What follows belongs to an exercise in optimizing a design on an open flow for small area; a production flow would make more cautious choices.
RTL that was checked went through simulation tests only; none was proved equivalent to the original.

Setup of JK:
// PicosOmpSsManager
module PicosOmpSsManager #(
    parameter MAX_ACCS = 16,
    parameter MAX_ACC_CREATORS = 16,
    parameter MAX_ACC_TYPES = 16,
    parameter CMDIN_SUBQUEUE_LEN = 64,
    parameter CMDOUT_SUBQUEUE_LEN = 64,
    parameter SPAWNIN_QUEUE_LEN = 1024,
    parameter SPAWNOUT_QUEUE_LEN = 1024,
    parameter LOCK_SUPPORT = 0,
    parameter ENABLE_SPAWN_QUEUES = 0,
    parameter AXILITE_INTF = 0,
    parameter ENABLE_TASK_CREATION = 0,
    parameter DBG_AVAIL_COUNT_EN = 0,
    parameter DBG_AVAIL_COUNT_W = 1,
    parameter [MAX_ACC_TYPES*8-1:0]  SCHED_COUNT = 0,
    parameter [MAX_ACC_TYPES*8-1:0]  SCHED_ACCID = 0,
    parameter [MAX_ACC_TYPES*32-1:0] SCHED_TTYPE = 0,
    parameter MAX_ARGS_PER_TASK = 15,
    parameter MAX_DEPS_PER_TASK = 8,
    parameter MAX_COPS_PER_TASK = 15,
    localparam ACC_BITS = $clog2(MAX_ACCS)
) (
    input  clk,
    input  rstn,
    input  cmdout_in_tvalid,
    output cmdout_in_tready,
    input  [ACC_BITS-1:0] cmdout_in_tid,
    input  [63:0] cmdout_in_tdata,
    output cmdin_out_tvalid,
    input  cmdin_out_tready,
    output [ACC_BITS-1:0] cmdin_out_tdest,
    output [63:0] cmdin_out_tdata,
    output cmdin_out_tlast,
    output cmdin_queue_en,
    output [7:0] cmdin_queue_we,
    output [31:0] cmdin_queue_addr,
    output [63:0] cmdin_queue_din,
    input  [63:0] cmdin_queue_dout,
    output cmdout_queue_en,
    output [7:0] cmdout_queue_we,
    output [31:0] cmdout_queue_addr,
    output [63:0] cmdout_queue_din,
    input  [63:0] cmdout_queue_dout
);
For scale: about 1400 cells after synthesis, ~410 flip-flops, about 480 I/O pins, about 0.018 mm^2 of cells after synthesis.
export LEC_CHECK = 0
export CAP_MARGIN = 20
export CORE_MARGIN = 2
export CORE_UTILIZATION = 40
export PLACE_DENSITY = 0.6
export SLEW_MARGIN = 20
create_clock -name core_clock -period 6.0 [get_ports {clk}]
standard.sh (not shown) runs the stock make flow with config.mk's settings and CLKGATE_MAP_FILE= SYNTH_SCRIPT=/design/flow/synth_recipe.tcl, a recipe that flattens the netlist after the stock synthesis.
==> flow/flow/run.sh <==
#!/bin/bash
# Standard ORFS layout with three changes:
#  - port buffers use the smallest buffer cell (buf_1);
#  - one tie cell drives all constant outputs (no tie fan-out repair);
#  - clock tree from clkbuf_4 in small sink clusters, without dummy loads.
set -euo pipefail
export BUFFER_PORTS_ARGS="-buffer_cell sky130_fd_sc_hd__buf_1"
export SKIP_REPAIR_TIE_FANOUT=1
export CTS_ARGS="-sink_clustering_enable -repair_clock_nets -buf_list sky130_fd_sc_hd__clkbuf_4 -sink_clustering_size 10 -sink_clustering_max_diameter 50 -dont_use_dummy_load"
bash standard.sh "BUFFER_PORTS_ARGS=$BUFFER_PORTS_ARGS" SKIP_REPAIR_TIE_FANOUT=1 "CTS_ARGS=$CTS_ARGS" finish > standard.log 2>&1
Relative to JK, the following input files were edited for MS:
--- a/flow/design.v
+++ b/flow/design.v
@@ -199,19 +199,18 @@
     localparam ENTRY_BITS = SUBQUEUE_BITS+2;
     reg [MAX_ACCS-1:0][ENTRY_BITS-1:0] ring;
     reg first_lap;  
     reg [MAX_ACCS-1:0] acc_avail;
     reg acc_avail_reg;
     reg [ACC_BITS-1:0] acc_id;
     reg nz_args;
     reg exec_task;   
     reg setup_cmd;   
-    reg [SUBQUEUE_BITS-1:0] first_idx;
     reg [SUBQUEUE_BITS-1:0] first_next_idx;
     reg [SUBQUEUE_BITS-1:0] cmd_in_idx;
     wire [SUBQUEUE_BITS-1:0] subqueue_idx_cur = ring[0][SUBQUEUE_BITS-1:0];
     wire front_sent_cur = ring[0][SUBQUEUE_BITS];  
     wire copy_optimized_cur = ring[0][SUBQUEUE_BITS+1];  
     wire [5:0] cmdin_task_num_slots = (cmdin_queue_dout[3:0] == EXEC_TASK_CODE ? 6'd3 : 6'd4) + {1'b0, cmdin_queue_dout[NUM_ARGS_OFFSET+3:NUM_ARGS_OFFSET], 1'b0};
     wire [SUBQUEUE_BITS-1:0] copy_opt_addr;
     wire copy_opt_en;
     wire copy_opt_we;
@@ -225,33 +224,33 @@
         .rstn(rstn),
         .cmdin_queue_addr(copy_opt_addr),
         .cmdin_queue_en(copy_opt_en),
         .cmdin_queue_we(copy_opt_we),
         .cmdin_queue_din(copy_opt_din),
         .cmdin_queue_dout(cmdin_queue_dout),
         .nz_args(nz_args),
         .start(copy_opt_start),
         .finished(copy_opt_finished),
-        .first_idx(first_idx),
+        .first_idx(subqueue_idx_cur),
         .first_next_idx(first_next_idx),
         .exec_task(exec_task)
     );
     assign outStream_TDEST = acc_id;
     assign outStream_TDATA = cmdin_queue_dout;
-    assign outStream_TLAST = setup_cmd ? (cmd_in_idx[0] == first_idx[0]) : (cmd_in_idx == first_next_idx);
+    assign outStream_TLAST = setup_cmd ? (cmd_in_idx[0] == subqueue_idx_cur[0]) : (cmd_in_idx == first_next_idx);
     assign outStream_TVALID = state == SEND_CMD;
     wire wait_opt = state == WAIT_COPY_OPT && !copy_opt_finished;
     always_comb begin
         cmdin_queue_addr = 32'd0;
         cmdin_queue_addr[3 + SUBQUEUE_BITS+ACC_BITS-1:3 + SUBQUEUE_BITS] = acc_id;
         cmdin_queue_addr[3 + SUBQUEUE_BITS-1:3] = cmd_in_idx;
         if (state == READ_NEXT_CMD) cmdin_queue_addr[3 + SUBQUEUE_BITS-1:3] = first_next_idx;
-        if (state == CLEAR_HEADER) cmdin_queue_addr[3 + SUBQUEUE_BITS-1:3] = first_idx;
+        if (state == CLEAR_HEADER) cmdin_queue_addr[3 + SUBQUEUE_BITS-1:3] = subqueue_idx_cur;
         if (wait_opt) cmdin_queue_addr[3 + SUBQUEUE_BITS-1:3] = copy_opt_addr;
         cmdin_queue_en = state == ISSUE_CMD_READ || state == READ_NEXT_CMD || state == CHECK_NEXT_CMD || state == CLEAR_HEADER
                       || (state == SEND_CMD && outStream_TREADY) || (state == WAIT_COPY_OPT && (copy_opt_finished || copy_opt_en));
         cmdin_queue_we = 8'd0;
         cmdin_queue_we[7] = (state == SEND_CMD && !outStream_TLAST) || state == CLEAR_HEADER;
         cmdin_queue_we[0] = wait_opt && copy_opt_we;
         cmdin_queue_din = {56'd0, copy_opt_din};
     end
     always_ff @(posedge clk) begin
@@ -296,19 +295,18 @@
                 end
             end
             ISSUE_CMD_READ: begin
                 state <= CHECK_CMD_QUEUE;
             end
             CHECK_CMD_QUEUE: begin
                 setup_cmd <= cmdin_queue_dout[3:0] == SETUP_HW_INST_CODE;
                 exec_task <= cmdin_queue_dout[3:0] == EXEC_TASK_CODE;
                 nz_args <= cmdin_queue_dout[NUM_ARGS_OFFSET+3:NUM_ARGS_OFFSET] != 0;
-                first_idx <= cmd_in_idx;
                 first_next_idx <= cmd_in_idx + cmdin_task_num_slots;
                 if (cmdin_queue_dout[ENTRY_VALID_OFFSET]) begin
                     state <= READ_NEXT_CMD;
                 end else begin
                     state <= IDLE;
                 end
             end
             READ_NEXT_CMD: begin
                 if (front_sent_cur) begin
[summary]
MS completed end to end with timing, DRC and antenna clean. Min sequential cell count across JK and MS: MS. JK and MS ended up with nearly the same mapped cell area. Compared with JK, MS degrades switching power. The area overhead of the layout relative to synthesis of JK and that of MS are within noise of each other. Comparing JK and MS, overall fraction of global-route tracks in use is higher on JK. MS: ratio of final minimum period to clock period lower than JK. Fraction of area in clock buffers and inverters of MS is on par with JK. The run with more routed wire is JK, not MS. Between JK and MS, the worst setup margin is lower for JK. In the reports for JK and MS, the smaller sequential cell area share belongs to MS.
The RTL of JK was laid out without a check of its function.

==> port drivers added, routing unchanged <==
The flow's constraints put no driver on any port. The routed layouts listed below were extracted and timed again, unchanged, in two steps. Step 1 assumes that a clkbuf_16 drives the clock port and a buf_2 every other input. Step 2, shift: input delay + t, output delay - t, t = (earliest + latest rising clock arrival at the registers) / 2. This alone moves slack from input paths to output paths. a / b / c = no drivers / after step 1 / after step 2; a / b = the first two.
run | shift t [ns] | setup slack, ns | slew at the worst register clock pin (ns) | worst slew at a driven data input, ns | pins driven straight from the clock port
JK | 0.823 | 0.887 / 0.834 / 1.618 | 0.12 / 0.12 | 0.10 | 1
MS | 0.762 | 1.258 / 1.207 / 1.912 | 0.12 / 0.12 | 0.10 | 1
After both steps every run listed still meets setup and hold.
